Optimization exercise on an open flow, not production practice.
RTL: at most simulated, not proved equivalent.
Clock network not from TritonCTS: runs 4 to 7.
The clock port is an ideal driver here.
Power: default activity.

===== design/flow/config.mk =====
export PLATFORM = sky130hd
export DESIGN_NAME = lab6_top
export DESIGN_NICKNAME = lab6_top
export VERILOG_FILES = /design/flow/design.v
export SDC_FILE = /design/flow/constraint.sdc
export NUM_CORES = 4
export LEC_CHECK = 0
export ABC_AREA = 1
export CAP_MARGIN = 20
export CORE_MARGIN = 2
export CORE_UTILIZATION = 40
export SLEW_MARGIN = 20

===== design/flow/constraint.sdc =====
create_clock -name core_clock -period 125.0 [get_ports {clk}]
set_input_delay 25.0000 -clock core_clock [delete_from_list [all_inputs] [get_ports {clk}]]
set_output_delay 25.0000 -clock core_clock [all_outputs]
set_load 0.01 [all_outputs]

===== design/flow/design.v =====
module seven_seg_display(input clk, input rst,
 input [3:0] digit,    
 input uscore,         
 output reg [3:0] cnt,
 output a, b, c, d, e, f, g,
 output [3:0] an
 );
always @(posedge clk)
  if (rst) cnt <= 4'd0;
  else cnt <= cnt + 4'd1;
assign an = {~(cnt[3] & cnt[2]), ~(cnt[3] & ~cnt[2]), ~(~cnt[3] & cnt[2]), ~(~cnt[3] & ~cnt[2])};
wire x3 = digit[3], x2 = digit[2], x1 = digit[1], x0 = digit[0];
wire sa = ~x3 & ~x1 & (x2 ^ x0);            
wire sb = x2 & (x1 ^ x0);                   
wire sc = ~x2 & x1 & ~x0;                   
wire sd = (x2 & ~x1 & ~x0) | (~x3 & ~x2 & ~x1 & x0) | (x2 & x1 & x0);  
wire se = x0 | (x2 & ~x1);                  
wire sf = (~x3 & ~x2 & x0) | (~x2 & x1) | (x1 & x0);  
wire sg = (~x3 & ~x2 & ~x1) | (x2 & x1 & x0);         
assign a = sa | uscore;
assign b = sb | uscore;
assign c = sc | uscore;
assign d = sd & ~uscore;
assign e = se | uscore;
assign f = sf | uscore;
assign g = sg | uscore;
endmodule
module tracker(input clk, input rst, input pulse, input one_hz, input half_hz,
               input [1:0] sel,             
               output reg si,
               output reg [7:0] steps_per_sec,
               output reg [3:0] digit,
               output reg uscore);
reg p1, p2, p3, o1, o2, o3, h1, h2, h3;
always @(posedge clk) begin
  p1 <= pulse;   p2 <= p1; p3 <= p2;
  o1 <= one_hz;  o2 <= o1; o3 <= o2;
  h1 <= half_hz; h2 <= h1; h3 <= h2;
end
wire step = p2 & ~p3;
wire sec  = o2 & ~o3;
wire half = h2 & ~h3;
function [3:0] inc10(input [3:0] x);
  inc10 = {x[3] ? ~x[0] : (x[2] & x[1] & x[0]),
           x[2] ^ (x[1] & x[0]),
           (x[1] ^ x[0]) & ~x[3],
           ~x[0]};
endfunction
function nine(input [3:0] x);
  nine = x[3] & x[0];
endfunction
reg [3:0] s0, s1, s2, s3;
wire c0 = nine(s0);
wire c1 = c0 & nine(s1);
wire c2 = c1 & nine(s2);
wire all9 = c2 & nine(s3);
always @(posedge clk) begin
  if (rst) begin
    s0 <= 4'd0; s1 <= 4'd0; s2 <= 4'd0; s3 <= 4'd0; si <= 1'b0;
  end else if (step) begin
    if (all9) si <= 1'b1;
    else begin
      s0 <= inc10(s0);
      if (c0) s1 <= inc10(s1);
      if (c1) s2 <= inc10(s2);
      if (c2) s3 <= inc10(s3);
    end
  end
end
reg started;
reg [10:0] lcount;
reg [3:0] m0, m1;
always @(posedge clk) begin
  if (rst) begin
    started <= 1'b0; lcount <= 11'd0; m0 <= 4'd0; m1 <= 4'd0;
  end else if (step) begin
    started <= 1'b1;
    if (started) begin
      lcount <= lcount + 11'd1;
      if (&lcount) begin
        m0 <= inc10(m0);
        if (nine(m0)) m1 <= inc10(m1);
      end
    end
  end
end
reg [7:0] scount;
reg ge64;   
wire gt32 = ge64 | (scount[5] & (|scount[4:0]));
always @(posedge clk) begin
  if (rst) begin
    scount <= 8'd0; ge64 <= 1'b0; steps_per_sec <= 8'd0;
  end else if (sec) begin
    scount <= 8'd0; ge64 <= 1'b0; steps_per_sec <= scount;
  end else if (step) begin
    scount <= scount + 8'd1;
    if (&scount[5:0]) ge64 <= 1'b1;
  end
end
reg [3:0] nsec, nact;
always @(posedge clk) begin
  if (rst) begin
    nsec <= 4'd0; nact <= 4'd0;
  end else if (sec & ~nine(nsec)) begin
    nsec <= nsec + 4'd1;
    if (gt32) nact <= nact + 4'd1;
  end
end
reg [5:0] run;      
reg [3:0] t0, t1, t2, t3;
wire is59 = (run == 6'd59);
wire is60 = (run == 6'd60);
wire [3:0] t1p6 = t1 + 4'd6;
wire t1c6 = t1[3] | t1[2];    
wire [3:0] t1add6 = t1c6 ? t1 - 4'd4 : t1p6;
wire u0 = nine(t0);
wire u1 = nine(t1);
wire u2 = nine(t2);
always @(posedge clk) begin
  if (rst) begin
    run <= 6'd0; t0 <= 4'd0; t1 <= 4'd0; t2 <= 4'd0; t3 <= 4'd0;
  end else if (sec) begin
    if (!ge64) run <= 6'd0;
    else begin
      if (!is60) run <= run + 6'd1;
      if (is59) begin
        t1 <= t1add6;
        if (t1c6) begin
          t2 <= inc10(t2);
          if (u2) t3 <= inc10(t3);
        end
      end else if (is60) begin
        t0 <= inc10(t0);
        if (u0) begin
          t1 <= inc10(t1);
          if (u1) begin
            t2 <= inc10(t2);
            if (u2) t3 <= inc10(t3);
          end
        end
      end
    end
  end
end
reg [1:0] state;
always @(posedge clk)
  if (rst) state <= 2'd0;
  else if (half) state <= state + 2'd1;
always @(*) begin
  uscore = 1'b0;
  case (state)
    2'd0: case (sel)
            2'd0: digit = s0;
            2'd1: digit = s1;
            2'd2: digit = s2;
            default: digit = s3;
          endcase
    2'd1: case (sel)
            2'd0: digit = {1'b0, lcount[10], 1'b0, lcount[10]};
            2'd1: begin digit = 4'd0; uscore = 1'b1; end
            2'd2: digit = m0;
            default: digit = m1;
          endcase
    2'd2: digit = (sel == 2'd0) ? nact : 4'd0;
    default: case (sel)
            2'd0: digit = t0;
            2'd1: digit = t1;
            2'd2: digit = t2;
            default: digit = t3;
          endcase
  endcase
end
endmodule
module lab6_top(clk, rst, pulse, one_hz, half_hz, si, steps_per_sec, a, b, c, d, e, f, g, an);
input clk, rst;
input pulse, one_hz, half_hz;  
output si, a, b, c, d, e, f, g;
output [3:0] an;
output [7:0] steps_per_sec;
wire [1:0] state;
wire [3:0] digit;
wire uscore;
wire [3:0] cnt;
tracker tracker_inst(.clk(clk), .rst(rst), .pulse(pulse), .one_hz(one_hz), .half_hz(half_hz),
                     .sel(cnt[3:2]), .si(si), .steps_per_sec(steps_per_sec),
                     .digit(digit), .uscore(uscore));
seven_seg_display seven_seg_display_inst(.clk(clk), .rst(rst), .digit(digit), .uscore(uscore),
                     .cnt(cnt), .a(a), .b(b), .c(c), .d(d), .e(e), .f(f), .g(g), .an(an));
endmodule

===== design/flow/run.sh =====
#!/bin/bash
# synth_recipe.tcl (not shown) runs the flow's synth.tcl, then flattens the netlist and writes it again
# the make line also repeats each setting of config.mk as NAME=value (left out here)
make -C /OpenROAD-flow-scripts/flow DESIGN_CONFIG=/design/flow/config.mk WORK_HOME=/design/flow/orfs CLKGATE_MAP_FILE= SYNTH_SCRIPT=/design/flow/synth_recipe.tcl finish

==> flow_summary.json, run 1 <==
{
  "ant_nets": 0,
  "dieWidth_um": 114,
  "final_net_count": 729,
  "diodes": 0,
  "ys.flop_type": "dfxtp_1",
  "crit_family": "simple AND/OR/NAND/NOR gates",
  "grt_first_pass_wirelength_um": 18000,
  "synthSimpleGateAreaFrac_pct": 25.6,
  "dieArea_um2": 13000,
  "crit_path_end": "d",
  "hpwl_um": 7660,
  "dp_slack_ps": 97610,
  "path_clk_slew_ps": 70,
  "cp_max_fo": 17,
  "cts_tree": "done",
  "ff2ff_setup_slack_ps": 123160,
  "rows": 40,
  "seq_area_um2": 1980,
  "htree_levels": 3,
  "drt_iter0_drc": 198,
  "grt_max_degree": 35,
  "power_mw": 0.0671,
  "drive_gt1_share_pct": 6.96,
  "whs_ps": 329,
  "startpoint_type": "flop",
  "cpMaxStageDelayCell": "clkdlybuf4s50_1",
  "via_per_inst": 4.97,
  "synth_compound_area_share_pct": 17.1,
  "synth_edf_count": 0,
  "cp.arrival_ps": 2770,
  "cts_hold_buf": 0,
  "stdcell_count": 851,
  "status": "timing/DRC/antenna clean",
  "hold_viol_final": 0,
  "fin_crit_sh_pct": 22.2,
  "synth-seq-cells": 99,
  "gp_congestion": 0.846,
  "yosysTopAreaCellShare_pct": 40.9,
  "worstSetupPathType": "reg2out",
  "cts.repair.resized": 0,
  "vias": 4231,
  "synthCells": 676,
  "avgSynthCellArea_um2": 7.17,
  "cp_num_buf_inv": 3,
  "ys_warn_count": 2,
  "synthXorXnorAreaFrac_pct": 0.723,
  "hold_path_class": "reg2reg",
  "wirelength_um": 10400,
  "fillers": 1175,
  "drc": 0,
  "max_cap_viol_count": 0,
  "dr.pass1.iters": 5,
  "synth_top_family_by_area": "simple AND/OR/NAND/NOR gates",
  "multi_input_area_um2": 2420,
  "grt_pass1_vias": 3914,
  "synth_seq_area_share_pct": 40.9,
  "setup_tns_ps": 0,
  "synth_fp_nets": 706,
  "numCtsBuffers": 9,
  "ff2ff_path_depth": 9,
  "power.leakage_nw": 2.20,
  "area_delta_synth_final_pct": 14.4,
  "critPathRequiredTime_ps": 100000,
  "async_flop_share_pct": 0,
  "clock_sinks": 99,
  "ys_types": 41,
  "powerDensity_nw_per_um2": 12.1,
  "slew_violations": 0,
  "yosysTopAreaCell": "dfxtp_1",
  "port_buffers": 24,
  "cts_root_buffer": "clkbuf_16",
  "finalSetupViolCount": 0,
  "clockBufferDepth": 2,
  "cp_cell_sequence": "nor2_2 -> nand2_1 -> o21ai_0 -> nand3b_1 -> nand2_2 -> inv_2 -> nand3_1 -> nand3_1 -> nand2_1 -> inv_1 -> clkdlybuf4s50_1",
  "wl_per_cell_um": 12.2,
  "clock_latency_ps": 350,
  "coreArea_um2": 11900,
  "grt_remaining_overflow": 0,
  "cp.depth": 11,
  "fin_crit_ps": 27770,
  "synth_fa_ha_area_share_pct": 6.45,
  "irDropWorstVdd_uv": 7.75,
  "max_freq_ghz": 0.0360,
  "track_usage_pct": 17.0,
  "synthMuxAreaShare_pct": 0,
  "antenna_found_initial": 0,
  "skew_ps": 6.53,
  "rr_endpoint": "tracker_inst.run[5]",
  "r2r-start": "tracker_inst.o2",
  "placed_cells": 835,
  "pin_count": 25,
  "critPathMaxStageDelay_ps": 520,
  "rsz0062_at_grt": "no",
  "timing.final.ws_setup_ps": 97230,
  "worst_slew_pin_slew_ps": 582,
  "cts_setup_buffers": 0,
  "relSlewSlack_pct": 61.1,
  "initial_utilization_pct": 40.7,
  "syn-cell-area_um2": 4850,
  "critical_path.endpoint_type": "primary output",
  "critPathLaunch": "seven_seg_display_inst.cnt[2]",
  "die_h_um": 114,
  "ys_top_cells_by_area": "dfxtp_1 (41%), nand2_1 (10%), a21oi_1 (7.5%)"
}
-- report_power, final --
part	total [mW]	internal [mW]	switching, mW
sequential	0.0326	0.0321	0.000452
combinational	0.00428	0.00177	0.00252
clock	0.0302	0.0181	0.0122
total	0.0671	0.0520	0.0151
-- cell families after synthesis --
logic type,Yosys count
AO/OA/AOI/OAI,154
XOR/XNOR,4
adder cells (fa/ha/maj),25
buffers and inverters,115
flip-flops,99
AND/OR/NAND/NOR,279
-- stage by stage --
stage | utilization [%] | instance area (um^2)
finish | 46.6 | 5550
CTS | 46.6 | 5550
global placement | 43.8 | 5220
floorplan | - | 4850
global route | 46.6 | 5550
detailed placement | 43.8 | 5220
-- sequential cells by signal (all words and copies together), names as in the netlist, 6 cells and up --
register and cells:
tracker_inst.lcount 11, tracker_inst.scount 8, tracker_inst.steps_per_sec 8, tracker_inst.run 6
-- routing by layer --
layer  global-route usage (%)  share of wire (%)  vias up
met5                        0                  0        -
met4                     6.26                1.7        0
met3                     3.92                4.2       13
met2                     27.3                 45       62
met1                     22.2                 50     1891
li1                         -                  -     2265
-- layout make-up --
class                      count  area share [%]
inverter                     101            6.84
sequential                    99            35.7
clock inverter                 6            1.60
clock buffer                  10            4.31
multi-input combinational    462            43.6
tap                          147            3.32
timing repair buffer          26            4.60
-- cells in the mapped netlist (3+ instances only) --
cell type / count
nor2_4: 3
nand4_1: 14
buf_4: 3
nor3_1: 13
a211oi_1: 3
a21oi_1: 73
ha_1: 25
nand2_2: 4
nor2_2: 7
o21a_1: 3
o21ai_1: 3
nand2_1: 129
inv_2: 9
buf_2: 3
inv_1: 90
nor2_1: 55
clkbuf_1: 8
a31oi_1: 3
nand3_1: 42
and3_1: 3
dfxtp_1: 99
xor2_1: 3
o21ai_0: 58
-- layout by cell type (no fill, tap or decap), drive strengths merged, types with 4 or more instances in the layout --
cell type	netlist	final
nand2	133	133
dfxtp	99	99
inv	99	99
a21oi	75	75
nor2	65	65
o21ai	62	62
nand3	43	43
ha	25	25
clkdlybuf4s50	0	24
nand4	14	14
nor3	13	13
clkbuf	8	10
clkinv	2	4
-- worst min path at each step --
| stage | startpoint | to | slack, ps | cells past startpoint |
|---|---|---|---|---|
| 2_1_floorplan | tracker_inst.h1 | tracker_inst.h2 | 310 | 0 |
| 3_3_place_gp | tracker_inst.o1 | tracker_inst.o2 | 310 | 0 |
| 3_5_place_dp | tracker_inst.h1 | tracker_inst.h2 | 310 | 0 |
| 4_1_cts | tracker_inst.h1 | tracker_inst.h2 | 330 | 0 |
| 5_1_grt | tracker_inst.h1 | tracker_inst.h2 | 330 | 0 |
| 6_report | tracker_inst.h1 | tracker_inst.h2 | 330 | 0 |
==> run 2, diff against run 1 <==
==> design/flow/flow/run.sh (new file) <==
#!/bin/bash
# Own layout flow: the standard flow with an area-oriented ABC script, plain buf_1 port
# buffers and a smaller clock tree. Each tool's output is kept in its own log here.
set -euo pipefail
W=$PWD
export OWN_WORK=$W
export OWN_ABC_SCRIPT=$W/flow/abc.scr
bash standard.sh SYNTH_SCRIPT=$W/flow/synth.tcl \
  "BUFFER_PORTS_ARGS=-buffer_cell sky130_fd_sc_hd__buf_1" \
  "CTS_ARGS=$(cat $W/flow/cts_args)" \
  finish > $W/flow_make.log 2>&1
==> design/flow/flow/abc.scr (new file) <==
strash
&get -n
&deepsyn -T 60
&dch -f
&nf -R 1000
&put
==> design/flow/flow/cts_args (new file) <==
-sink_clustering_enable -repair_clock_nets -dont_use_dummy_load -buf_list sky130_fd_sc_hd__clkbuf_8
==> design/flow/flow/synth.tcl (new file) <==
# The standard flow's synthesis (synth_recipe.tcl, sourced unchanged) with ABC's technology mapping run on a
# stronger area-recovery script; registers are mapped before ABC and are left as they are.
proc abc {args} {
  set i [lsearch -exact $args -script]
  if { $i >= 0 } { lset args [expr { $i + 1 }] $::env(OWN_ABC_SCRIPT) }
  yosys abc {*}$args
}
source $::env(OWN_WORK)/synth_recipe.tcl
==> design/flow/standard.sh (new file) <==
#!/bin/bash
# synth_recipe.tcl (not shown) runs the flow's synth.tcl, then flattens the netlist and writes it again
# the make line also repeats each setting of config.mk as NAME=value (left out here)
make -C /OpenROAD-flow-scripts/flow DESIGN_CONFIG=/design/flow/config.mk WORK_HOME=/design/flow/orfs CLKGATE_MAP_FILE= SYNTH_SCRIPT=/design/flow/synth_recipe.tcl "${@:-finish}"
removed: design/flow/run.sh
==> flow_summary.json, run 2 <==
{
  "ys_top_cells_by_area": "dfxtp_1 (47%), ha_1 (7.3%), nor3_1 (5.6%)",
  "dieWidth_um": 107,
  "synth_fa_ha_area_share_pct": 7.34,
  "rsz0062_at_grt": "no",
  "synth_edf_count": 0,
  "hp-start": "tracker_inst.o1",
  "cts_root_buffer": "clkbuf_8",
  "clockBufferDepth": 2,
  "hold_path_class": "reg2reg",
  "via_per_inst": 5.57,
  "relSlewSlack_pct": 50.4,
  "die_h_um": 107,
  "status": "timing/DRC/antenna clean",
  "async_flop_share_pct": 0,
  "setup_tns_ps": 0,
  "ys.flop_type": "dfxtp_1",
  "synth_fp_nets": 502,
  "synthSimpleGateAreaFrac_pct": 24.3,
  "final_net_count": 538,
  "drive_gt1_share_pct": 2.17,
  "rows": 37,
  "regMostFlops": "tracker_inst.lcount",
  "synth-seq-cells": 99,
  "clock_latency_ps": 380,
  "wirelength_um": 9020,
  "ant_nets": 0,
  "fin_crit_sh_pct": 22.6,
  "powerDensity_nw_per_um2": 11.5,
  "critical_path.endpoint_type": "primary output",
  "avgSynthCellArea_um2": 9.03,
  "area_delta_synth_final_pct": 9.22,
  "yosysTopAreaCell": "dfxtp_1",
  "ys_types": 40,
  "max_freq_ghz": 0.0354,
  "htree_levels": 3,
  "numCtsBuffers": 9,
  "power.leakage_nw": 1.82,
  "clock_sinks": 99,
  "synth_common_cells": "dfxtp_1 (99), nor2_1 (51), nor3_1 (48)",
  "hpwl_um": 6270,
  "whs_ps": 331,
  "drt_iter0_drc": 212,
  "grt_remaining_overflow": 0,
  "yosysTopAreaCellShare_pct": 46.5,
  "cp.arrival_ps": 3250,
  "drc": 0,
  "grt_first_pass_wirelength_um": 15400,
  "cts_tree": "done",
  "final_cell_mix": "dfxtp_1 (99), nor2_1 (51), nor3_1 (48)",
  "largestRegisters": "tracker_inst.lcount: 11 flops, tracker_inst.scount: 8 flops, tracker_inst.steps_per_sec: 8 flops",
  "synthCells": 472,
  "critPathLaunch": "seven_seg_display_inst.cnt[2]",
  "gp_congestion": 0.827,
  "track_usage_pct": 17.0,
  "synthMuxAreaShare_pct": 1.41,
  "multi_input_area_um2": 2210,
  "worstSetupPathType": "reg2out",
  "syn-cell-area_um2": 4260,
  "seq_area_um2": 1980,
  "wl_per_cell_um": 14.0,
  "critPathRequiredTime_ps": 100000,
  "diodes": 0,
  "startpoint_type": "flop",
  "synth_top_family_by_area": "simple AND/OR/NAND/NOR gates",
  "fin_crit_ps": 28250,
  "slew_violations": 0,
  "r2r-start": "tracker_inst.o2",
  "fillers": 1020,
  "antenna_found_initial": 0,
  "path_clk_slew_ps": 90,
  "layout_commonest_cell": "dfxtp_1",
  "worst_slew_pin_slew_ps": 744,
  "skew_ps": 17.9,
  "synthXorXnorAreaFrac_pct": 0.822,
  "largest_reg_flops": 11,
  "irDropWorstVdd_uv": 6.45,
  "grt_max_degree": 72,
  "cts_setup_buffers": 0,
  "initial_utilization_pct": 41.3,
  "vias": 3576,
  "grt_pass1_vias": 3391,
  "coreArea_um2": 10300,
  "cts_hold_buf": 0,
  "synth_compound_area_share_pct": 18.0,
  "synth.most_common_cell": "dfxtp_1",
  "dieArea_um2": 11500,
  "max_cap_viol_count": 0,
  "dr.pass1.iters": 5,
  "cp_max_fo": 10,
  "pin_count": 25,
  "ys_warn_count": 2,
  "hold_viol_final": 0,
  "port_buffers": 24,
  "finalSetupViolCount": 0,
  "cts.repair.resized": 0,
  "synth_seq_area_share_pct": 46.5
}
==> run 2: changes by cell type in the layout (fill, tap and decap cells not counted), sizes merged, moves of 11 or more <==
cell / before / now
clkinv: 4 / 18
nor3: 13 / 48
a31oi: 3 / 16
and2: 0 / 12
nand2: 133 / 19
and3: 3 / 31
nand3: 43 / 15
o21ai: 62 / 12
nor2: 65 / 51
clkdlybuf4s50: 24 / 0
nand4: 14 / 3
inv: 99 / 0
buf: 2 / 24
a21oi: 75 / 38
==> run 2: stage by stage <==
stage | utilization, % | worst slack, ps | instance area, um^2 | total power, mW | cells
CTS | 45.1 | 96770 | 4650 | 0.0543 | 642
global route | 45.1 | 96450 | 4650 | 0.0562 | 642
global placement | 43.9 | 97350 | 4530 | 0.0377 | 633
floorplan | - | 97740 | 4260 | 0.0362 | 472
detailed placement | 43.9 | 97220 | 4530 | 0.0378 | 633
finish | 45.1 | 96750 | 4650 | 0.0534 | 642
==> run 2: layer usage <==
layer	global-route usage, %	share of wire [%]
met5	0	0
met4	6.59	1.2
met3	5.47	4.0
met2	27.8	47
met1	20.9	48
==> run 2: where the power goes <==
| group | switching [mW] | internal (mW) | total [mW] |
|---|---|---|---|
| sequential | 0.000403 | 0.0320 | 0.0324 |
| combinational | 0.00305 | 0.00162 | 0.00467 |
| clock | 0.00982 | 0.00647 | 0.0163 |
==> run 2: kinds of logic (layout without fill, tap and decap cells) <==
family                   count (synthesis)  after routing
buffers and inverters                   18             52
multiplexers                             6              6
XOR/XNOR                                 4              4
adder cells (fa/ha/maj)                 25             25
flip-flops                              99             99
AO/OA/AOI/OAI                          116            116
AND/OR/NAND/NOR                        204            204
==> run 2: worst max-delay path, cell delays in order (launching register included) <==
cell      delay (ps)
dfxtp_1          360
nor2_1           480
clkinv_1         320
o21ai_0          260
nor3_1            90
o21ai_0          540
nor2_1           130
xnor2_1          260
a31o_1           250
buf_1            170
==> run 2: worst paths after layout <==
path              slack, ps  cells past startpoint                  to
setup / recovery      96750                      9                   c
hold / removal          330                      0     tracker_inst.o2
setup reg to reg     121960                     11  tracker_inst.t3[3]
hold reg to reg         330                      0     tracker_inst.o2
==> run 2: final cells by class <==
type / count / share of cell area, %
timing repair buffer: 25 / 2.12
tap: 136 / 3.66
multi-input combinational: 355 / 47.5
clock buffer: 9 / 2.66
sequential: 99 / 42.6
inverter: 18 / 1.45
==> run 3, diff against run 2 <==
--- a/design/flow/design.v
+++ b/design/flow/design.v
@@ -68,18 +68,24 @@
   end
 end
 reg started;
-reg [10:0] lcount;
+reg [9:0] lq;
+reg half_mile;
 reg [3:0] m0, m1;
+wire lq_low0 = ~|lq[8:0];
+wire lq_last = lq[9] & lq_low0;    
 always @(posedge clk) begin
   if (rst) begin
-    started <= 1'b0; lcount <= 11'd0; m0 <= 4'd0; m1 <= 4'd0;
+    started <= 1'b0; lq <= 10'd0; half_mile <= 1'b0; m0 <= 4'd0; m1 <= 4'd0;
   end else if (step) begin
     started <= 1'b1;
     if (started) begin
-      lcount <= lcount + 11'd1;
-      if (&lcount) begin
-        m0 <= inc10(m0);
-        if (nine(m0)) m1 <= inc10(m1);
+      lq <= {lq[8:0], lq[9] ^ lq[6] ^ lq_low0};
+      if (lq_last) begin
+        half_mile <= ~half_mile;
+        if (half_mile) begin
+          m0 <= inc10(m0);
+          if (nine(m0)) m1 <= inc10(m1);
+        end
       end
     end
   end
@@ -106,10 +112,10 @@
     if (gt32) nact <= nact + 4'd1;
   end
 end
-reg [5:0] run;      
+reg [5:0] run;
 reg [3:0] t0, t1, t2, t3;
-wire is59 = (run == 6'd59);
-wire is60 = (run == 6'd60);
+wire is59 = ~run[5] & run[4] & ~run[3] & ~run[1] & ~run[0];
+wire is60 = run[5] & ~run[4] & ~run[2] & ~run[1] & ~run[0];
 wire [3:0] t1p6 = t1 + 4'd6;
 wire t1c6 = t1[3] | t1[2];    
 wire [3:0] t1add6 = t1c6 ? t1 - 4'd4 : t1p6;
@@ -122,7 +128,7 @@
   end else if (sec) begin
     if (!ge64) run <= 6'd0;
     else begin
-      if (!is60) run <= run + 6'd1;
+      if (!is60) run <= {run[4:0], ~(run[5] ^ run[4])};
       if (is59) begin
         t1 <= t1add6;
         if (t1c6) begin
@@ -156,7 +162,7 @@
             default: digit = s3;
           endcase
     2'd1: case (sel)
-            2'd0: digit = {1'b0, lcount[10], 1'b0, lcount[10]};
+            2'd0: digit = {1'b0, half_mile, 1'b0, half_mile};
             2'd1: begin digit = 4'd0; uscore = 1'b1; end
             2'd2: digit = m0;
             default: digit = m1;
==> design/flow/flow/run.sh (replaced) <==
#!/bin/bash
# Own layout flow: the standard flow with an area-oriented ABC script, no separate adder mapping, plain buf_1 port
# buffers and a smaller clock tree. Each tool's output is kept in its own log here.
set -euo pipefail
W=$PWD
export OWN_WORK=$W
export OWN_ABC_SCRIPT=$W/flow/abc.scr
bash standard.sh SYNTH_SCRIPT=$W/flow/synth.tcl \
  ADDER_MAP_FILE= "BUFFER_PORTS_ARGS=-buffer_cell sky130_fd_sc_hd__buf_1" \
  "CTS_ARGS=$(cat $W/flow/cts_args)" \
  finish > $W/flow_make.log 2>&1
==> flow_summary.json, run 3 <==
{
  "hold_viol_final": 0,
  "irDropWorstVdd_uv": 5.01,
  "gp_congestion": 0.876,
  "regMostFlops": "tracker_inst.lq",
  "cp.arrival_ps": 3040,
  "async_flop_share_pct": 0,
  "synth-seq-cells": 99,
  "antenna_found_initial": 0,
  "cts.repair.resized": 0,
  "final_cell_mix": "dfxtp_1 (99), nor2_1 (61), a21oi_1 (41)",
  "wl_per_cell_um": 13.9,
  "htree_levels": 3,
  "whs_ps": 335,
  "drc": 0,
  "startpoint_type": "flop",
  "synth.most_common_cell": "dfxtp_1",
  "yosysTopAreaCellShare_pct": 52.7,
  "ys_types": 34,
  "wirelength_um": 7770,
  "via_per_inst": 5.54,
  "numCtsBuffers": 9,
  "ys.flop_type": "dfxtp_1",
  "diodes": 0,
  "status": "timing/DRC/antenna clean",
  "dieWidth_um": 101,
  "hold_path_class": "reg2reg",
  "area_delta_synth_final_pct": 9.61,
  "track_usage_pct": 16.0,
  "powerDensity_nw_per_um2": 12.6,
  "ant_nets": 0,
  "critPathRequiredTime_ps": 100000,
  "initial_utilization_pct": 40.9,
  "cts_setup_buffers": 0,
  "port_buffers": 24,
  "hpwl_um": 5420,
  "synth_seq_area_share_pct": 52.7,
  "finalSetupViolCount": 0,
  "fin_crit_ps": 28040,
  "synth_edf_count": 0,
  "ys_top_cells_by_area": "dfxtp_1 (53%), nor2_1 (6.1%), a22o_1 (6.1%)",
  "relSlewSlack_pct": 32.9,
  "cts_tree": "done",
  "grt_max_degree": 66,
  "ys_warn_count": 2,
  "worst_slew_pin_slew_ps": 1000,
  "drive_gt1_share_pct": 2.46,
  "avgSynthCellArea_um2": 9.11,
  "fillers": 906,
  "grt_pass1_vias": 2782,
  "cp_max_fo": 9,
  "layout_commonest_cell": "dfxtp_1",
  "max_cap_viol_count": 0,
  "clock_sinks": 99,
  "fin_area_um2": 4130,
  "path_clk_slew_ps": 80,
  "rsz0062_at_grt": "no",
  "placed_cell_area_um2": 4000,
  "syn-cell-area_um2": 3760,
  "rows": 35,
  "synthCells": 413,
  "largestRegisters": "tracker_inst.lq: 10 flops, tracker_inst.scount: 8 flops, tracker_inst.steps_per_sec: 8 flops",
  "max_freq_ghz": 0.0357,
  "hp-start": "tracker_inst.p1",
  "grt_remaining_overflow": 0,
  "pin_count": 25,
  "critical_path.endpoint_type": "primary output",
  "dieArea_um2": 10200,
  "fin_crit_sh_pct": 22.4,
  "synth_fp_nets": 418,
  "slew_violations": 0,
  "vias": 3093,
  "skew_ps": 18.3,
  "clockBufferDepth": 2,
  "synth_common_cells": "dfxtp_1 (99), nor2_1 (61), a21oi_1 (41)",
  "largest_reg_flops": 10,
  "critPathLaunch": "seven_seg_display_inst.cnt[3]",
  "yosysTopAreaCell": "dfxtp_1",
  "r2r-start": "tracker_inst.o3",
  "cts_hold_buf": 0,
  "power.leakage_nw": 1.55,
  "dr.pass1.iters": 4,
  "final_net_count": 454,
  "drt_iter0_drc": 144,
  "setup_tns_ps": 0,
  "coreArea_um2": 9200,
  "grt_first_pass_wirelength_um": 12900,
  "cts_root_buffer": "clkbuf_8",
  "worstSetupPathType": "reg2out",
  "die_h_um": 101,
  "clock_latency_ps": 360
}
-- run 3: cell count changes in the layout (fill, tap and decap cells not counted), moves of 7 or more --
cell,change
nor2_1,+10
ha_1,-25
a31oi_1,-13
nand3_1,-10
nor3_1,-9
and3_1,-8
a22o_1,+17
a221oi_1,+7
clkinv_1,-11
o21a_1,+8
-- run 3: report_power, final --
part	leakage (nW)	switching [mW]	internal (mW)
Sequential	0.803	0.000353	0.0319
Combinational	0.688	0.00228	0.00123
Clock	0.0647	0.00957	0.00648
Total	1.55	0.0122	0.0396
-- run 3: final timing paths --
check | end | slack [ps] | depth (start not counted)
hold reg to reg | tracker_inst.p2 | 330 | 0
hold / removal | tracker_inst.p2 | 330 | 0
setup / recovery | a | 96960 | 12
setup reg to reg | tracker_inst.t3[3] | 121290 | 13
-- run 3: worst max-delay path, cell delays in order, from the launching register on --
cell and delay [ps]:
dfxtp_1 380, nor2b_1 500, clkinv_1 280, nor2_1 140
nor3_1 70, nor2_1 70, o21ai_0 150, a211oi_1 320
nor2b_1 240, nand2_1 110, o21ai_0 130, a21o_1 160
buf_1 140
-- run 3: routing by layer --
| metal | global-route usage [%] | up-vias | part of all wire, % |
|---|---|---|---|
| met5 | 0 | - | 0 |
| met4 | 7.38 | 0 | 2.4 |
| met3 | 5.06 | 18 | 4.9 |
| met2 | 24.7 | 53 | 45 |
| met1 | 20.5 | 1409 | 47 |
| li1 | - | 1613 | - |
-- run 3: cells by family after synthesis --
group	after synthesis	synth area share (%)
AO/OA/AOI/OAI	136	24.4
XOR/XNOR	1	0.233
buffers and inverters	7	0.698
flip-flops	99	52.7
multiplexers	1	0.266
AND/OR/NAND/NOR	169	21.8
-- run 3: metrics by stage --
stage	setup WS, ps	util [%]	total power [mW]	std cells
global placement	97530	43.5	0.0364	549
floorplan	97650	-	0.0353	413
CTS	96960	44.9	0.0527	558
finish	96960	44.9	0.0518	558
global route	96470	44.9	0.0544	558
detailed placement	97360	43.5	0.0365	549
-- run 3: cell type report --
class,count,area [um^2],share of cell area [%]
clock buffer,9,124,3.00
inverter,7,26.3,0.637
multi-input combinational,307,1760,42.6
sequential,99,1980,48.0
tap,111,139,3.37
timing repair buffer,25,98.8,2.40
==> run 4, diff against run 3 <==
--- a/design/flow/design.v
+++ b/design/flow/design.v
@@ -67,25 +67,21 @@
     end
   end
 end
-reg started;
 reg [9:0] lq;
 reg half_mile;
 reg [3:0] m0, m1;
-wire lq_low0 = ~|lq[8:0];
-wire lq_last = lq[9] & lq_low0;    
+wire lq_last = lq[9] & ~|lq[8:0];
+wire mile_step = lq_last & (s1[0] | s1[1] | s1[2]);
 always @(posedge clk) begin
   if (rst) begin
-    started <= 1'b0; lq <= 10'd0; half_mile <= 1'b0; m0 <= 4'd0; m1 <= 4'd0;
+    lq <= 10'b1000000000; half_mile <= 1'b0; m0 <= 4'd0; m1 <= 4'd0;
   end else if (step) begin
-    started <= 1'b1;
-    if (started) begin
-      lq <= {lq[8:0], lq[9] ^ lq[6] ^ lq_low0};
-      if (lq_last) begin
-        half_mile <= ~half_mile;
-        if (half_mile) begin
-          m0 <= inc10(m0);
-          if (nine(m0)) m1 <= inc10(m1);
-        end
+    lq <= {lq[8:0], lq[9] ^ lq[6] ^ ~|lq[8:0]};
+    if (mile_step) begin
+      half_mile <= ~half_mile;
+      if (half_mile) begin
+        m0 <= inc10(m0);
+        if (nine(m0)) m1 <= inc10(m1);
       end
     end
   end
==> design/flow/flow/run.sh (replaced) <==
#!/bin/bash
# Own layout flow: the standard flow with an area-oriented ABC script, no separate adder mapping, plain buf_1 port
# buffers and a two-level inverter clock tree in place of the one CTS builds. Each tool's output is kept in its own log here.
set -euo pipefail
W=$PWD
export OWN_WORK=$W
export OWN_ABC_SCRIPT=$W/flow/abc.scr
export POST_CTS_TCL=$W/flow/cts_post.tcl
bash standard.sh SYNTH_SCRIPT=$W/flow/synth.tcl \
  ADDER_MAP_FILE= "BUFFER_PORTS_ARGS=-buffer_cell sky130_fd_sc_hd__buf_1" \
  "CTS_ARGS=$(cat $W/flow/cts_args)" \
  finish > $W/flow_make.log 2>&1
==> design/flow/flow/cts_post.tcl (new file) <==
# POST_CTS hook: swap the clock tree CTS built for a smaller two-level inverter tree,
# then legalise the new cells.
source $::env(OWN_WORK)/flow/owntree.tcl
own_clock_tree sky130_fd_sc_hd__inv_4 sky130_fd_sc_hd__inv_12 4
detailed_placement
check_placement -verbose
estimate_parasitics -placement
report_clock_skew
==> design/flow/flow/owntree.tcl (new file) <==
# Replace the clock tree that CTS built with a two-level inverter tree:
# clk port -> one root inverter -> nleaf leaf inverters -> flip-flop clock pins.
# Leaves drive flip-flop groups found by k-means on the flip-flop positions.
proc own_clock_tree {root_master leaf_master nleaf} {
  set db [ord::get_db]
  set block [ord::get_db_block]
  set clknet [[$block findBTerm clk] getNet]
  set sinks {}
  foreach inst [$block getInsts] {
    if {[[$inst getMaster] isSequential]} {
      foreach it [$inst getITerms] {
        if {[[$it getMTerm] getName] == "CLK"} { lappend sinks $it }
      }
    }
  }
  # remove the cells CTS added and their nets
  foreach inst [$block getInsts] {
    set n [$inst getName]
    if {[string match clkbuf_* $n] || [string match clkload* $n]} { odb::dbInst_destroy $inst }
  }
  foreach net [$block getNets] {
    if {[string match clknet_* [$net getName]]} { odb::dbNet_destroy $net }
  }
  # sink positions
  set pts {}
  foreach it $sinks {
    set b [[$it getInst] getBBox]
    lappend pts [list [expr {([$b xMin]+[$b xMax])/2}] [expr {([$b yMin]+[$b yMax])/2}]]
  }
  set n [llength $pts]
  # k-means, seeded with points spread along the sorted order
  set order [lsort -integer -index 0 $pts]
  set cent {}
  for {set k 0} {$k < $nleaf} {incr k} { lappend cent [lindex $order [expr {int(($k+0.5)*$n/$nleaf)}]] }
  set cap [expr {int(ceil(double($n)/$nleaf)) + 2}]
  for {set iter 0} {$iter < 30} {incr iter} {
    # balanced assignment: greedy by distance with a size cap
    set pairs {}
    for {set i 0} {$i < $n} {incr i} {
      set p [lindex $pts $i]
      for {set k 0} {$k < $nleaf} {incr k} {
        set c [lindex $cent $k]
        lappend pairs [list [expr {abs([lindex $p 0]-[lindex $c 0]) + abs([lindex $p 1]-[lindex $c 1])}] $i $k]
      }
    }
    set pairs [lsort -integer -index 0 $pairs]
    set asg [lrepeat $n -1]
    set cnt [lrepeat $nleaf 0]
    foreach pr $pairs {
      lassign $pr d i k
      if {[lindex $asg $i] >= 0 || [lindex $cnt $k] >= $cap} continue
      lset asg $i $k
      lset cnt $k [expr {[lindex $cnt $k] + 1}]
    }
    set sx [lrepeat $nleaf 0]; set sy [lrepeat $nleaf 0]
    for {set i 0} {$i < $n} {incr i} {
      set k [lindex $asg $i]; set p [lindex $pts $i]
      lset sx $k [expr {[lindex $sx $k] + [lindex $p 0]}]
      lset sy $k [expr {[lindex $sy $k] + [lindex $p 1]}]
    }
    set cent {}
    for {set k 0} {$k < $nleaf} {incr k} {
      set c [expr {max(1,[lindex $cnt $k])}]
      lappend cent [list [expr {[lindex $sx $k]/$c}] [expr {[lindex $sy $k]/$c}]]
    }
  }
  # build the tree
  set rootm [$db findMaster $root_master]
  set leafm [$db findMaster $leaf_master]
  set rnet [odb::dbNet_create $block clknet_root]
  $rnet setSigType CLOCK
  set root [odb::dbInst_create $block $rootm clkbuf_root]
  [$root findITerm A] connect $clknet
  [$root findITerm Y] connect $rnet
  set rx 0; set ry 0
  for {set k 0} {$k < $nleaf} {incr k} {
    set net [odb::dbNet_create $block "clknet_leaf_$k"]
    $net setSigType CLOCK
    set inst [odb::dbInst_create $block $leafm "clkbuf_leaf_$k"]
    [$inst findITerm A] connect $rnet
    [$inst findITerm Y] connect $net
    set c [lindex $cent $k]
    $inst setLocation [lindex $c 0] [lindex $c 1]
    $inst setPlacementStatus PLACED
    incr rx [lindex $c 0]; incr ry [lindex $c 1]
  }
  for {set i 0} {$i < $n} {incr i} {
    set it [lindex $sinks $i]
    $it disconnect
    $it connect [$block findNet "clknet_leaf_[lindex $asg $i]"]
  }
  $root setLocation [expr {$rx/$nleaf}] [expr {$ry/$nleaf}]
  $root setPlacementStatus PLACED
}
==> flow_summary.json, run 4 <==
{
  "synth_top_family_by_area": "compound AO/OA/AOI/OAI gates",
  "grt_max_degree": 65,
  "irDropWorstVdd_uv": 5.85,
  "cp_num_buf_inv": 3,
  "drive_gt1_share_pct": 1.58,
  "synth_edf_count": 0,
  "cp_max_fo": 7,
  "multi_input_area_um2": 1770,
  "cpMaxStageDelayCell": "nor2b_1",
  "rsz0062_at_grt": "no",
  "via_per_inst": 5.61,
  "seq_area_um2": 1960,
  "regMostFlops": "tracker_inst.lq",
  "setup_tns_ps": 0,
  "skew_ps": 15.1,
  "synthCells": 412,
  "pin_count": 25,
  "final_net_count": 449,
  "syn-cell-area_um2": 3760,
  "crit_family": "simple AND/OR/NAND/NOR gates",
  "ys_top_cells_by_area": "dfxtp_1 (52%), a21oi_1 (6.9%), nor2_1 (5.0%)",
  "largest_reg_flops": 10,
  "yosysTopAreaCell": "dfxtp_1",
  "wl_per_cell_um": 14.2,
  "ant_nets": 0,
  "avgSynthCellArea_um2": 9.12,
  "synthMuxAreaShare_pct": 0,
  "synthSimpleGateAreaFrac_pct": 21.4,
  "worst_slew_pin_slew_ps": 1000,
  "synth_seq_area_share_pct": 52.2,
  "synthXorXnorAreaFrac_pct": 0.233,
  "rows": 35,
  "synth-seq-cells": 98,
  "synth.most_common_cell": "dfxtp_1",
  "timing.final.ws_setup_ps": 97050,
  "hold_viol_final": 0,
  "critPathMaxStageDelay_ps": 440,
  "cp_cell_sequence": "nor2b_1 -> clkinv_1 -> o22ai_1 -> o21bai_1 -> a32o_1 -> or3_1 -> clkinv_1 -> nand3_1 -> nand2_1 -> o2bb2ai_1 -> buf_1",
  "drc": 0,
  "worstSetupPathType": "reg2out",
  "slew_violations": 0,
  "diodes": 0,
  "synth_fp_nets": 417,
  "fillers": 929,
  "die_h_um": 101,
  "largestRegisters": "tracker_inst.lq: 10 flops, tracker_inst.scount: 8 flops, tracker_inst.steps_per_sec: 8 flops",
  "async_flop_share_pct": 0,
  "gp_congestion": 0.862,
  "r2r-start": "tracker_inst.o2",
  "yosysTopAreaCellShare_pct": 52.2,
  "coreArea_um2": 9200,
  "hp-start": "tracker_inst.o1",
  "antenna_found_initial": 0,
  "startpoint_type": "flop",
  "final_cell_mix": "dfxtp_1 (98), a21oi_1 (52), nor2_1 (50)",
  "clock_sinks": 98,
  "hpwl_um": 5480,
  "synth_compound_area_share_pct": 25.3,
  "path_common_cell": "clkinv_1",
  "relSlewSlack_pct": 33.0,
  "status": "timing/DRC/antenna clean",
  "synth_common_cells": "dfxtp_1 (98), a21oi_1 (52), nor2_1 (50)",
  "area_delta_synth_final_pct": 8.22,
  "track_usage_pct": 15.5,
  "placed_cells": 548,
  "dr.pass1.iters": 6,
  "dp_slack_ps": 97370,
  "path_clk_slew_ps": 100,
  "stdcell_count": 553,
  "grt_first_pass_wirelength_um": 13200,
  "max_freq_ghz": 0.0358,
  "dieArea_um2": 10200,
  "layout_commonest_cell": "dfxtp_1",
  "grt_pass1_vias": 2780,
  "wirelength_um": 7840,
  "grt_remaining_overflow": 0,
  "ys_warn_count": 2,
  "clock_latency_ps": 260,
  "vias": 3104,
  "power_mw": 0.0486,
  "synth_fa_ha_area_share_pct": 0,
  "drt_iter0_drc": 155,
  "ys.flop_type": "dfxtp_1",
  "whs_ps": 337,
  "port_buffers": 24,
  "max_cap_viol_count": 0,
  "initial_utilization_pct": 40.9,
  "finalSetupViolCount": 0,
  "cp.arrival_ps": 2950,
  "critPathRequiredTime_ps": 100000,
  "fin_crit_ps": 27950,
  "fin_crit_sh_pct": 22.4,
  "powerDensity_nw_per_um2": 12.0,
  "critical_path.endpoint_type": "primary output",
  "critPathLaunch": "seven_seg_display_inst.cnt[3]",
  "power.leakage_nw": 1.49,
  "hold_path_class": "reg2reg",
  "dieWidth_um": 101,
  "ys_types": 41
}
==> run 4: changes by cell type after synthesis, moves of 3 or more <==
cell      delta
o21ai_0      +3
nand2b_1     +3
or3_1        +5
a21o_1       -6
a21oi_1     +11
and3_1       -3
a221oi_1     -5
a22o_1       -6
nor2_1      -11
nor3_1       -4
==> run 4: where the power goes <==
part	total, mW	leakage [nW]	switching (mW)	internal (mW)
registers	0.0322	0.795	0.000460	0.0317
clock network	0.0130	0.0336	0.0112	0.00178
logic	0.00351	0.664	0.00221	0.00129
==> run 4: worst paths after layout <==
check	to	slack [ps]	cells after the start
max reg2reg	tracker_inst.t3[3]	121570	12
max	a	97050	11
min	tracker_inst.o2	340	0
min reg2reg	tracker_inst.o2	340	0
==> run 4: metrics by stage <==
step,util (%),cell area [um^2]
after floorplan,-,3760
after global placement,43.5,4000
after detailed placement,43.5,4000
after global routing,44.2,4070
final,44.2,4070
==> run 4: worst register-to-register path: cells and delay by family (launching register included) <==
| family | cells | cell delay (ps) |
|---|---|---|
| flip-flops | 1 | 360 |
| AND/OR/NAND/NOR | 10 | 2750 |
| AO/OA/AOI/OAI | 2 | 240 |
==> run 4: area by class of cell <==
cell class	instances	area share, %
inverters	13	2.49
repair buffers	25	2.43
multi-input cells	306	43.4
flip-flops and latches	98	48.2
well taps	111	3.41
==> run 4: layer usage <==
| metal | GRT usage (%) | part of all wire (%) | vias up |
|---|---|---|---|
| li1 | - | - | 1612 |
| met1 | 22.2 | 52 | 1447 |
| met2 | 25.0 | 44 | 37 |
| met3 | 2.08 | 2.7 | 8 |
| met4 | 3.33 | 1.6 | 0 |
| met5 | 0 | 0 | - |
==> run 4: cells by family (layout without fill, tap and decap cells) <==
| kind of cell | count (synthesis) | count (layout) |
|---|---|---|
| flip-flops | 98 | 98 |
| XOR/XNOR | 1 | 1 |
| AO/OA/AOI/OAI | 145 | 145 |
| buffers and inverters | 8 | 38 |
| AND/OR/NAND/NOR | 160 | 160 |
==> run 5, diff against run 4 <==
==> design/flow/flow/run.sh (replaced) <==
#!/bin/bash
# Own layout flow: the standard flow with an area-oriented ABC script (best of several seeds), no separate adder mapping, plain buf_1 port
# buffers and a two-level inverter clock tree in place of the one CTS builds. Each tool's output is kept in its own log here.
set -euo pipefail
W=$PWD
export OWN_WORK=$W
export OWN_ABC_SCRIPT=$W/flow/abc.scr
export OWN_ABC_SEEDS="1 2 3 4 5 6"
export POST_CTS_TCL=$W/flow/cts_post.tcl
bash standard.sh SYNTH_SCRIPT=$W/flow/synth.tcl \
  ADDER_MAP_FILE= "BUFFER_PORTS_ARGS=-buffer_cell sky130_fd_sc_hd__buf_1" \
  "CTS_ARGS=$(cat $W/flow/cts_args)" \
  finish > $W/flow_make.log 2>&1
==> design/flow/flow/abc.scr (replaced) <==
strash
&get -n
&deepsyn -T 30 -S @SEED@
&dch -f
&nf -R 1000 -p
&put
==> design/flow/flow/synth.tcl (replaced) <==
# The standard flow's synthesis (synth_recipe.tcl, sourced unchanged) with ABC's technology mapping run on a
# stronger area-recovery script: deepsyn with a few random seeds, keeping the smallest result.
# Registers are mapped before ABC and are left as they are.
proc abc {args} {
  set i [lsearch -exact $args -script]
  set lib_args {}
  foreach lib $::env(LIB_FILES) { lappend lib_args -liberty $lib }
  yosys design -save own_pre
  set best_area -1
  foreach seed $::env(OWN_ABC_SEEDS) {
    yosys design -load own_pre
    set scr [file join $::env(OBJECTS_DIR) own_abc_$seed.script]
    set fh [open $::env(OWN_ABC_SCRIPT) r]
    set body [string map [list @SEED@ $seed] [read $fh]]
    close $fh
    set fh [open $scr w]; puts -nonewline $fh $body; close $fh
    if { $i >= 0 } { lset args [expr { $i + 1 }] $scr }
    yosys abc {*}$args
    set rpt [file join $::env(OBJECTS_DIR) own_abc_$seed.stat]
    yosys tee -q -o $rpt stat {*}$lib_args
    set fh [open $rpt r]; set txt [read $fh]; close $fh
    regexp {Chip area for module[^:]*:\s*([0-9.]+)} $txt -> area
    puts "own abc seed $seed: area $area"
    if { $best_area < 0 || $area < $best_area } {
      set best_area $area
      yosys design -save own_best
    }
  }
  yosys design -load own_best
  puts "own abc: kept area $best_area"
}
source $::env(OWN_WORK)/synth_recipe.tcl
--- a/design/flow/config.mk
+++ b/design/flow/config.mk
@@ -6,7 +6,7 @@
 export NUM_CORES = 4
 export LEC_CHECK = 0
 export ABC_AREA = 1
-export CAP_MARGIN = 20
+export CAP_MARGIN = 0
 export CORE_MARGIN = 2
 export CORE_UTILIZATION = 40
-export SLEW_MARGIN = 20
+export SLEW_MARGIN = 0
==> flow_summary.json, run 5 <==
{
  "final_cell_mix": "dfxtp_1 (98), a21oi_1 (48), nor2_1 (42)",
  "setup_tns_ps": 0,
  "cpMaxStageDelayCell": "nor2b_1",
  "yosysTopAreaCell": "dfxtp_1",
  "fin_crit_ps": 27940,
  "final_net_count": 440,
  "cp_max_fo": 8,
  "placed_cell_area_um2": 3970,
  "placed_cells": 539,
  "cp_cell_sequence": "nor2b_1 -> clkinv_1 -> o221ai_1 -> nor2_1 -> o31ai_1 -> nand2_1 -> o21ai_0 -> nand3b_1 -> buf_1",
  "regMostFlops": "tracker_inst.lq",
  "grt_max_degree": 62,
  "crit_family": "compound AO/OA/AOI/OAI gates",
  "max_freq_ghz": 0.0358,
  "diodes": 0,
  "rsz0062_at_grt": "no",
  "synth_edf_count": 0,
  "initial_utilization_pct": 40.8,
  "wirelength_um": 7850,
  "fin_util_pct": 44.2,
  "vias": 3118,
  "fin_crit_sh_pct": 22.3,
  "drc": 0,
  "via_per_inst": 5.73,
  "pin_count": 25,
  "powerDensity_nw_per_um2": 12.0,
  "synth_fp_nets": 408,
  "ys_top_cells_by_area": "dfxtp_1 (53%), a21oi_1 (6.4%), a22o_1 (4.7%)",
  "power_mw": 0.0483,
  "largestRegisters": "tracker_inst.lq: 10 flops, tracker_inst.scount: 8 flops, tracker_inst.steps_per_sec: 8 flops",
  "dieArea_um2": 10100,
  "synth_common_cells": "dfxtp_1 (98), a21oi_1 (48), nor2_1 (42)",
  "cp_num_buf_inv": 2,
  "dr.pass1.iters": 4,
  "synthCells": 403,
  "critPathMaxStageDelay_ps": 480,
  "drt_iter0_drc": 160,
  "hpwl_um": 5500,
  "area_delta_synth_final_pct": 8.28,
  "async_flop_share_pct": 0,
  "syn-cell-area_um2": 3730,
  "grt_pass1_vias": 2642,
  "worst_slew_pin_slew_ps": 986,
  "cp.arrival_ps": 2940,
  "track_usage_pct": 15.3,
  "skew_ps": 12.2,
  "finalSetupViolCount": 0,
  "port_buffers": 24,
  "relSlewSlack_pct": 34.0,
  "dieWidth_um": 101,
  "rows": 35,
  "grt_first_pass_wirelength_um": 12900,
  "worstSetupPathType": "reg2out",
  "startpoint_type": "flop",
  "clock_latency_ps": 260,
  "layout_commonest_cell": "dfxtp_1",
  "irDropWorstVdd_uv": 5.83,
  "coreArea_um2": 9150,
  "hold_viol_final": 0,
  "slew_violations": 0,
  "ys_types": 43,
  "ant_nets": 0,
  "die_h_um": 101,
  "power.leakage_nw": 1.45,
  "antenna_found_initial": 0,
  "grt_remaining_overflow": 0,
  "avgSynthCellArea_um2": 9.26,
  "synth_seq_area_share_pct": 52.6,
  "ys_warn_count": 2,
  "wl_per_cell_um": 14.4,
  "gp_congestion": 0.826,
  "critPathRequiredTime_ps": 100000,
  "critical_path.endpoint_type": "primary output",
  "hold_path_class": "reg2reg",
  "yosysTopAreaCellShare_pct": 52.6,
  "status": "timing/DRC/antenna clean",
  "max_cap_viol_count": 0,
  "stdcell_count": 544,
  "clock_sinks": 98,
  "synth.most_common_cell": "dfxtp_1",
  "ys.flop_type": "dfxtp_1",
  "largest_reg_flops": 10,
  "synth-seq-cells": 98,
  "drive_gt1_share_pct": 1.62,
  "path_clk_slew_ps": 90,
  "fin_area_um2": 4040
}
## run 5: layer usage
metal / GRT usage (%) / wire length, um / up-vias
met5: 0 / 0 / -
met4: 5.06 / 187 / 0
met3: 2.15 / 263 / 15
met2: 24.1 / 3490 / 60
met1: 21.7 / 3900 / 1453
li1: - / - / 1590
## run 5: final timing paths
kind	startpoint	cells past startpoint	end	slack (ps)
max	seven_seg_display_inst.cnt[3]	9	f	97060
min reg2reg	tracker_inst.h1	0	tracker_inst.h2	330
max reg2reg	tracker_inst.o2	12	tracker_inst.t3[3]	121640
min	tracker_inst.h1	0	tracker_inst.h2	330
## run 5: report_power, final
group,switching (mW),internal (mW)
sequential,0.000359,0.0316
clock,0.0111,0.00178
combinational,0.00229,0.00119
total,0.0137,0.0346
## run 5: final cells by class
type,instances,area (um^2)
fillers,905,5110
inverters,12,97.6
multi-input cells,298,1740
flip-flops and latches,98,1960
well taps,111,139
repair buffers,25,98.8
## run 5: stage by stage
stage | hold slack, ps | setup slack (ps)
floorplan | 310 | 97690
global placement | 312 | 97590
detailed placement | 314 | 97410
global route | 342 | 96670
finish | 335 | 97060
## run 5: logic make-up (layout without fill, tap and decap cells)
group | count (synthesis) | count (layout) | share of synthesized area [%]
simple gates | 156 | 156 | 20.9
compound gates | 138 | 138 | 24.9
flops | 98 | 98 | 52.6
buf+inv | 7 | 37 | 0.704
xor+xnor | 4 | 4 | 0.939
==> run 6, diff against run 5 <==
--- a/design/flow/design.v
+++ b/design/flow/design.v
@@ -112,9 +112,11 @@
 reg [3:0] t0, t1, t2, t3;
 wire is59 = ~run[5] & run[4] & ~run[3] & ~run[1] & ~run[0];
 wire is60 = run[5] & ~run[4] & ~run[2] & ~run[1] & ~run[0];
-wire [3:0] t1p6 = t1 + 4'd6;
 wire t1c6 = t1[3] | t1[2];    
-wire [3:0] t1add6 = t1c6 ? t1 - 4'd4 : t1p6;
+wire [3:0] t1add6 = {~t1[2] & t1[1],
+                     ~t1[2] & ~t1[1],
+                     (~t1[3] & ~t1[2] & ~t1[1]) | (t1[2] & t1[1]),
+                     t1[0]};    
 wire u0 = nine(t0);
 wire u1 = nine(t1);
 wire u2 = nine(t2);
--- a/design/flow/flow/run.sh
+++ b/design/flow/flow/run.sh
@@ -5,7 +5,7 @@
 W=$PWD
 export OWN_WORK=$W
 export OWN_ABC_SCRIPT=$W/flow/abc.scr
-export OWN_ABC_SEEDS="1 2 3 4 5 6"
+export OWN_ABC_SEEDS="1 2 3 4 5 6 7 8"
 export POST_CTS_TCL=$W/flow/cts_post.tcl
 bash standard.sh SYNTH_SCRIPT=$W/flow/synth.tcl \
   ADDER_MAP_FILE= "BUFFER_PORTS_ARGS=-buffer_cell sky130_fd_sc_hd__buf_1" \
==> design/flow/flow/abc.scr (replaced) <==
strash
&get -n
&deepsyn -T 30 -S @SEED@
&dch -f
&nf -R 1000 -p -F 8 -A 8
&put
strash
&get -n
&dch -f
&nf -R 1000 -p -F 8 -A 8
&put
strash
&get -n
&dch -f
&nf -R 1000 -p -F 8 -A 8
&put
==> design/flow/flow/cts_post.tcl (replaced) <==
# POST_CTS hook: swap the clock tree CTS built for a smaller two-level inverter tree,
# then legalise the new cells.
source $::env(OWN_WORK)/flow/owntree.tcl
own_clock_tree sky130_fd_sc_hd__inv_4 sky130_fd_sc_hd__inv_8 5
detailed_placement
check_placement -verbose
estimate_parasitics -placement
report_clock_skew
==> flow_summary.json, run 6 <==
{
  "status": "timing/DRC/antenna clean",
  "synth_common_cells": "dfxtp_1 (98), a21oi_1 (55), nor2_1 (41)",
  "max_freq_ghz": 0.0359,
  "wl_per_cell_um": 14.1,
  "fillers": 927,
  "wirelength_um": 7820,
  "hpwl_um": 5480,
  "synth.most_common_cell": "dfxtp_1",
  "skew_ps": 20.8,
  "ant_nets": 0,
  "grt_remaining_overflow": 0,
  "synth_seq_area_share_pct": 52.4,
  "clock_sinks": 98,
  "ys_top_cells_by_area": "dfxtp_1 (52%), a21oi_1 (7.4%), a22o_1 (4.2%)",
  "synthCells": 414,
  "finalSetupViolCount": 0,
  "largestRegisters": "tracker_inst.lq: 10 flops, tracker_inst.scount: 8 flops, tracker_inst.steps_per_sec: 8 flops",
  "async_flop_share_pct": 0,
  "cp_max_fo": 9,
  "startpoint_type": "flop",
  "grt_max_degree": 68,
  "syn-cell-area_um2": 3740,
  "rows": 35,
  "synth-seq-cells": 98,
  "fin_area_um2": 4040,
  "ff2ff_setup_slack_ps": 121770,
  "yosysTopAreaCellShare_pct": 52.4,
  "path_common_cell": "nand2_1",
  "dieWidth_um": 101,
  "irDropWorstVdd_uv": 5.19,
  "final_cell_mix": "dfxtp_1 (98), a21oi_1 (55), nor2_1 (41)",
  "hold_viol_final": 0,
  "ys.flop_type": "dfxtp_1",
  "whs_path_depth": 0,
  "powerDensity_nw_per_um2": 11.8,
  "cp_num_buf_inv": 2,
  "hp-start": "tracker_inst.p1",
  "cp.depth": 14,
  "via_per_inst": 5.59,
  "stdcell_count": 556,
  "fin_util_pct": 44.2,
  "grt_pass1_vias": 2869,
  "r2r-start": "tracker_inst.o2",
  "relSlewSlack_pct": 18.8,
  "worst_slew_pin_slew_ps": 1210,
  "antenna_found_initial": 0,
  "clock_latency_ps": 250,
  "crit_family": "simple AND/OR/NAND/NOR gates",
  "worstSetupPathType": "reg2out",
  "final_net_count": 452,
  "fin_crit_sh_pct": 22.3,
  "dr.pass1.iters": 4,
  "largest_reg_flops": 10,
  "port_buffers": 24,
  "max_cap_viol_count": 0,
  "dieArea_um2": 10100,
  "power.leakage_nw": 1.49,
  "track_usage_pct": 16.0,
  "hold_path_end": "tracker_inst.p2",
  "cpMaxStageDelayCell": "nor2b_1",
  "initial_utilization_pct": 40.9,
  "drc": 0,
  "critical_path.endpoint_type": "primary output",
  "coreArea_um2": 9150,
  "hold_path_class": "reg2reg",
  "ys_types": 38,
  "critPathMaxStageDelay_ps": 510,
  "path_clk_slew_ps": 110,
  "area_delta_synth_final_pct": 8.03,
  "drt_iter0_drc": 172,
  "die_h_um": 101,
  "cp_cell_sequence": "nor2b_1 -> clkinv_1 -> o22ai_1 -> nor4_1 -> nor2_1 -> a21oi_1 -> a31oi_1 -> a21oi_1 -> nor2_1 -> nand3_1 -> nand2_1 -> nand2_1 -> nand2_1 -> buf_1",
  "placed_cell_area_um2": 3980,
  "grt_first_pass_wirelength_um": 13600,
  "rsz0062_at_grt": "no",
  "rr_endpoint": "tracker_inst.t3[2]",
  "fin_crit_ps": 27830,
  "critPathRequiredTime_ps": 100000,
  "vias": 3110,
  "gp_congestion": 0.898,
  "synth_fp_nets": 419,
  "diodes": 0,
  "regMostFlops": "tracker_inst.lq",
  "drive_gt1_share_pct": 1.80,
  "cp.arrival_ps": 2830,
  "layout_commonest_cell": "dfxtp_1",
  "ff2ff_path_depth": 11,
  "slew_violations": 0,
  "pin_count": 25,
  "yosysTopAreaCell": "dfxtp_1",
  "placed_cells": 550,
  "ys_warn_count": 2,
  "setup_tns_ps": 0,
  "synth_edf_count": 0,
  "avgSynthCellArea_um2": 9.04
}
## run 6: cells by family (layout without fill, tap and decap cells)
logic type,Yosys count,count (layout),share of synthesized area [%]
simple gates,164,164,21.8
compound gates,141,141,24.2
flops,98,98,52.4
buf+inv,8,39,0.803
xor+xnor,3,3,0.702
## run 6: power by group
part / leakage [nW] / internal (mW) / switching (mW) / total [mW]
logic: 0.660 / 0.00109 / 0.00221 / 0.00330
registers: 0.795 / 0.0317 / 0.000360 / 0.0320
clock network: 0.0347 / 0.00154 / 0.0107 / 0.0122
total: 1.49 / 0.0343 / 0.0133 / 0.0476
## run 6: metrics by stage
stage	hold slack (ps)	power, mW	worst slack, ps
finish	339	0.0476	97170
detailed placement	316	0.0360	97450
floorplan	310	0.0348	97860
global route	346	0.0501	96770
global placement	312	0.0359	97610
## run 6: area by class of cell
class	count	area, um^2	area share (%)
Inverter	14	92.6	2.29
Multi-Input combinational cell	308	1750	43.3
Tap cell	111	139	3.44
Timing Repair Buffer	25	98.8	2.45
Sequential cell	98	1960	48.5
## run 6: worst register-to-register path: cells and delay by family, from the launching register on
kind | cells | cell delay (ps)
flops | 1 | 340
simple gates | 9 | 2610
compound gates | 2 | 210
## run 6: how the worst max path moves through the flow
stage,endpoint,slack [ps],from
after floorplan,a,97860,seven_seg_display_inst.cnt[3]
after global placement,a,97610,seven_seg_display_inst.cnt[3]
after detailed placement,a,97450,seven_seg_display_inst.cnt[3]
after global routing,a,96770,seven_seg_display_inst.cnt[3]
final,a,97170,seven_seg_display_inst.cnt[3]
## run 6: layer usage
metal  wire, um  global-route usage (%)  vias up
li1           -                       -     1618
met5          0                       0        -
met4        140                    4.11        0
met2       3590                    26.1       31
met3        253                    2.64        9
met1       3840                    22.2     1452
==> run 7, diff against run 6 <==
--- a/design/flow/design.v
+++ b/design/flow/design.v
@@ -15,7 +15,7 @@
 wire sc = ~x2 & x1 & ~x0;                   
 wire sd = (x2 & ~x1 & ~x0) | (~x3 & ~x2 & ~x1 & x0) | (x2 & x1 & x0);  
 wire se = x0 | (x2 & ~x1);                  
-wire sf = (~x3 & ~x2 & x0) | (~x2 & x1) | (x1 & x0);  
+wire sf = ~x3 & ((~x2 & x0) | (~x2 & x1) | (x1 & x0));  
 wire sg = (~x3 & ~x2 & ~x1) | (x2 & x1 & x0);         
 assign a = sa | uscore;
 assign b = sb | uscore;
@@ -27,7 +27,7 @@
 endmodule
 module tracker(input clk, input rst, input pulse, input one_hz, input half_hz,
                input [1:0] sel,             
-               output reg si,
+               output si,
                output reg [7:0] steps_per_sec,
                output reg [3:0] digit,
                output reg uscore);
@@ -50,15 +50,16 @@
   nine = x[3] & x[0];
 endfunction
 reg [3:0] s0, s1, s2, s3;
+assign si = s0[3] & s0[1];
 wire c0 = nine(s0);
 wire c1 = c0 & nine(s1);
 wire c2 = c1 & nine(s2);
-wire all9 = c2 & nine(s3);
+wire all9 = c2 & nine(s3);    
 always @(posedge clk) begin
   if (rst) begin
-    s0 <= 4'd0; s1 <= 4'd0; s2 <= 4'd0; s3 <= 4'd0; si <= 1'b0;
+    s0 <= 4'd0; s1 <= 4'd0; s2 <= 4'd0; s3 <= 4'd0;
   end else if (step) begin
-    if (all9) si <= 1'b1;
+    if (all9) s0 <= 4'b1011;
     else begin
       s0 <= inc10(s0);
       if (c0) s1 <= inc10(s1);
--- a/design/flow/flow/run.sh
+++ b/design/flow/flow/run.sh
@@ -5,7 +5,7 @@
 W=$PWD
 export OWN_WORK=$W
 export OWN_ABC_SCRIPT=$W/flow/abc.scr
-export OWN_ABC_SEEDS="1 2 3 4 5 6 7 8"
+export OWN_ABC_SEEDS="1 2 3 4 5 6 7 8 9 10 11 12"
 export POST_CTS_TCL=$W/flow/cts_post.tcl
 bash standard.sh SYNTH_SCRIPT=$W/flow/synth.tcl \
   ADDER_MAP_FILE= "BUFFER_PORTS_ARGS=-buffer_cell sky130_fd_sc_hd__buf_1" \
==> design/flow/flow/abc.scr (replaced) <==
strash
&get -n
&deepsyn -T 20 -S @SEED@
&dch -f
&nf -R 1000 -p -F 8 -A 8
&put
strash
&get -n
&dch -f
&nf -R 1000 -p -F 8 -A 8
&put
strash
&get -n
&dch -f
&nf -R 1000 -p -F 8 -A 8
&put
==> flow_summary.json, run 7 <==
{
  "status": "timing/DRC/antenna clean",
  "stdcell_count": 559,
  "synthCells": 417,
  "setup_tns_ps": 0,
  "largest_reg_flops": 10,
  "track_usage_pct": 15.5,
  "grt_first_pass_wirelength_um": 13100,
  "die_h_um": 100,
  "seqPwrFrac_pct": 67.1,
  "critical_path.endpoint_type": "primary output",
  "irDropWorstVdd_uv": 6.31,
  "dieWidth_um": 100,
  "synth.most_common_cell": "dfxtp_1",
  "final_net_count": 455,
  "synth_fp_nets": 422,
  "ys_top_cells_by_area": "dfxtp_1 (52%), a21oi_1 (7.3%), a22o_1 (5.7%)",
  "via_per_inst": 5.62,
  "area_delta_synth_final_pct": 8.05,
  "synth_common_cells": "dfxtp_1 (97), a21oi_1 (54), nor2_1 (44)",
  "yosysTopAreaCell": "dfxtp_1",
  "fin_crit_sh_pct": 22.3,
  "synth_edf_count": 0,
  "met2_usage_pct": 24.8,
  "fin_crit_ps": 27840,
  "grt_max_degree": 41,
  "ys_types": 33,
  "largestRegisters": "tracker_inst.lq: 10 flops, tracker_inst.scount: 8 flops, tracker_inst.steps_per_sec: 8 flops",
  "synth-seq-cells": 97,
  "yosysTopAreaCellShare_pct": 52.3,
  "gp_congestion": 0.789,
  "vias": 3144,
  "async_flop_share_pct": 0,
  "initial_utilization_pct": 40.8,
  "pwr-share-comb_pct": 6.7,
  "drt_iter0_drc": 104,
  "cp.arrival_ps": 2840,
  "wirelength_um": 7910,
  "grt_use_met1_pct": 22.1,
  "intPower_mw": 0.0339,
  "avgSynthCellArea_um2": 8.91,
  "antenna_found_initial": 0,
  "busiest_layer": "met2",
  "power_frac_clock_pct": 26.1,
  "hpwl_um": 5420,
  "cp_max_fo": 9,
  "dieArea_um2": 10100,
  "powerDensity_nw_per_um2": 11.8,
  "startpoint_type": "flop",
  "grtUsageMet3_pct": 2.65,
  "fillers": 910,
  "switching_power_mw": 0.0133,
  "port_buffers": 24,
  "finalSetupViolCount": 0,
  "wl_per_cell_um": 14.1,
  "ant_nets": 0,
  "ys_warn_count": 2,
  "synth_seq_area_share_pct": 52.3,
  "max_freq_ghz": 0.0359,
  "hold_path_class": "reg2reg",
  "hold_viol_final": 0,
  "dr.pass1.iters": 4,
  "power.leakage_nw": 1.48,
  "swShare_pct": 28.2,
  "syn-cell-area_um2": 3710,
  "relSlewSlack_pct": 38.6,
  "max_cap_viol_count": 0,
  "clock_latency_ps": 250,
  "clock_sinks": 97,
  "layout_commonest_cell": "dfxtp_1",
  "grt_remaining_overflow": 0,
  "pin_count": 25,
  "placed_cells": 553,
  "regMostFlops": "tracker_inst.lq",
  "path_clk_slew_ps": 110,
  "slew_violations": 0,
  "diodes": 0,
  "grt_pass1_vias": 2803,
  "worstSetupPathType": "reg2out",
  "drive_gt1_share_pct": 1.56,
  "skew_ps": 15.2,
  "critPathRequiredTime_ps": 100000,
  "rsz0062_at_grt": "no",
  "ys.flop_type": "dfxtp_1",
  "rows": 35,
  "final_cell_mix": "dfxtp_1 (97), a21oi_1 (54), nor2_1 (44)",
  "coreArea_um2": 9110,
  "worst_slew_pin_slew_ps": 913,
  "drc": 0
}
[run 7: changes by cell type in the layout (fill, tap and decap cells not counted), moves of 3 or more]
| cell | change |
|---|---|
| a22o_1 | +6 |
| nor3b_1 | -3 |
| nor4_1 | -5 |
| and2_0 | +4 |
| nand2_1 | -6 |
| nor2_1 | +3 |
| o21ai_0 | +21 |
| or3_1 | +3 |
| o22ai_1 | +4 |
| o21a_1 | -7 |
| a211oi_1 | -3 |
[run 7: routing by layer]
layer  vias up  routed length [um]
met1      1488                4060
met3         9                 231
met5         -                   0
li1       1625                   -
met2        22                3520
met4         0                  96
[run 7: power groups by stage]
stage                     logic, mW  clock network, mW  registers, mW
final                       0.00318             0.0123         0.0317
after global routing        0.00356             0.0140         0.0318
after detailed placement    0.00318                  0         0.0324
after global placement      0.00309                  0         0.0323
after floorplan             0.00210                  0         0.0323
[run 7: per-stage QoR]
step,hold WS (ps),total power [mW],setup slack (ps),utilization (%),instance area (um^2)
detailed placement,315,0.0355,97490,43.4,3950
global route,344,0.0493,96820,44.1,4010
global placement,311,0.0354,97670,43.4,3950
floorplan,310,0.0344,97820,-,3710
finish,335,0.0472,97160,44.1,4010
[run 7: path summary, 6_finish.rpt]
check                       endpoint  cells after the start  slack [ps]                     startpoint
setup reg to reg  tracker_inst.t3[1]                     12      121400                tracker_inst.o2
hold reg to reg      tracker_inst.o2                      0         330                tracker_inst.o1
setup / recovery                   a                     12       97160  seven_seg_display_inst.cnt[3]
hold / removal       tracker_inst.o2                      0         330                tracker_inst.o1
[run 7: cells by family (layout without fill, tap and decap cells)]
group | count (synthesis) | count (layout) | synth area share (%)
DFF | 97 | 97 | 52.3
AOI/OAI and AO/OA | 157 | 157 | 26.3
and+or+nand+nor | 155 | 155 | 20.6
buffers and inverters | 8 | 39 | 0.809
[run 7: cell type report]
cell class,instances,area [um^2],share of cell area (%)
inverters,14,92.6,2.31
multi-input cells,312,1740,43.4
flip-flops and latches,97,1940,48.4
well taps,111,139,3.46
repair buffers,25,97.6,2.43
[run 7: worst max-delay path, cell delays in order, from the launching register on]
cell and delay (ps):
dfxtp_1 400, nor2b_1 550, clkinv_1 300, o22ai_1 220, nor2_1 60, o21ai_0 150
nand2_1 140, nor2_1 200, and2_0 190, a21o_1 110, nand2_1 60, nand2_1 60
buf_1 150
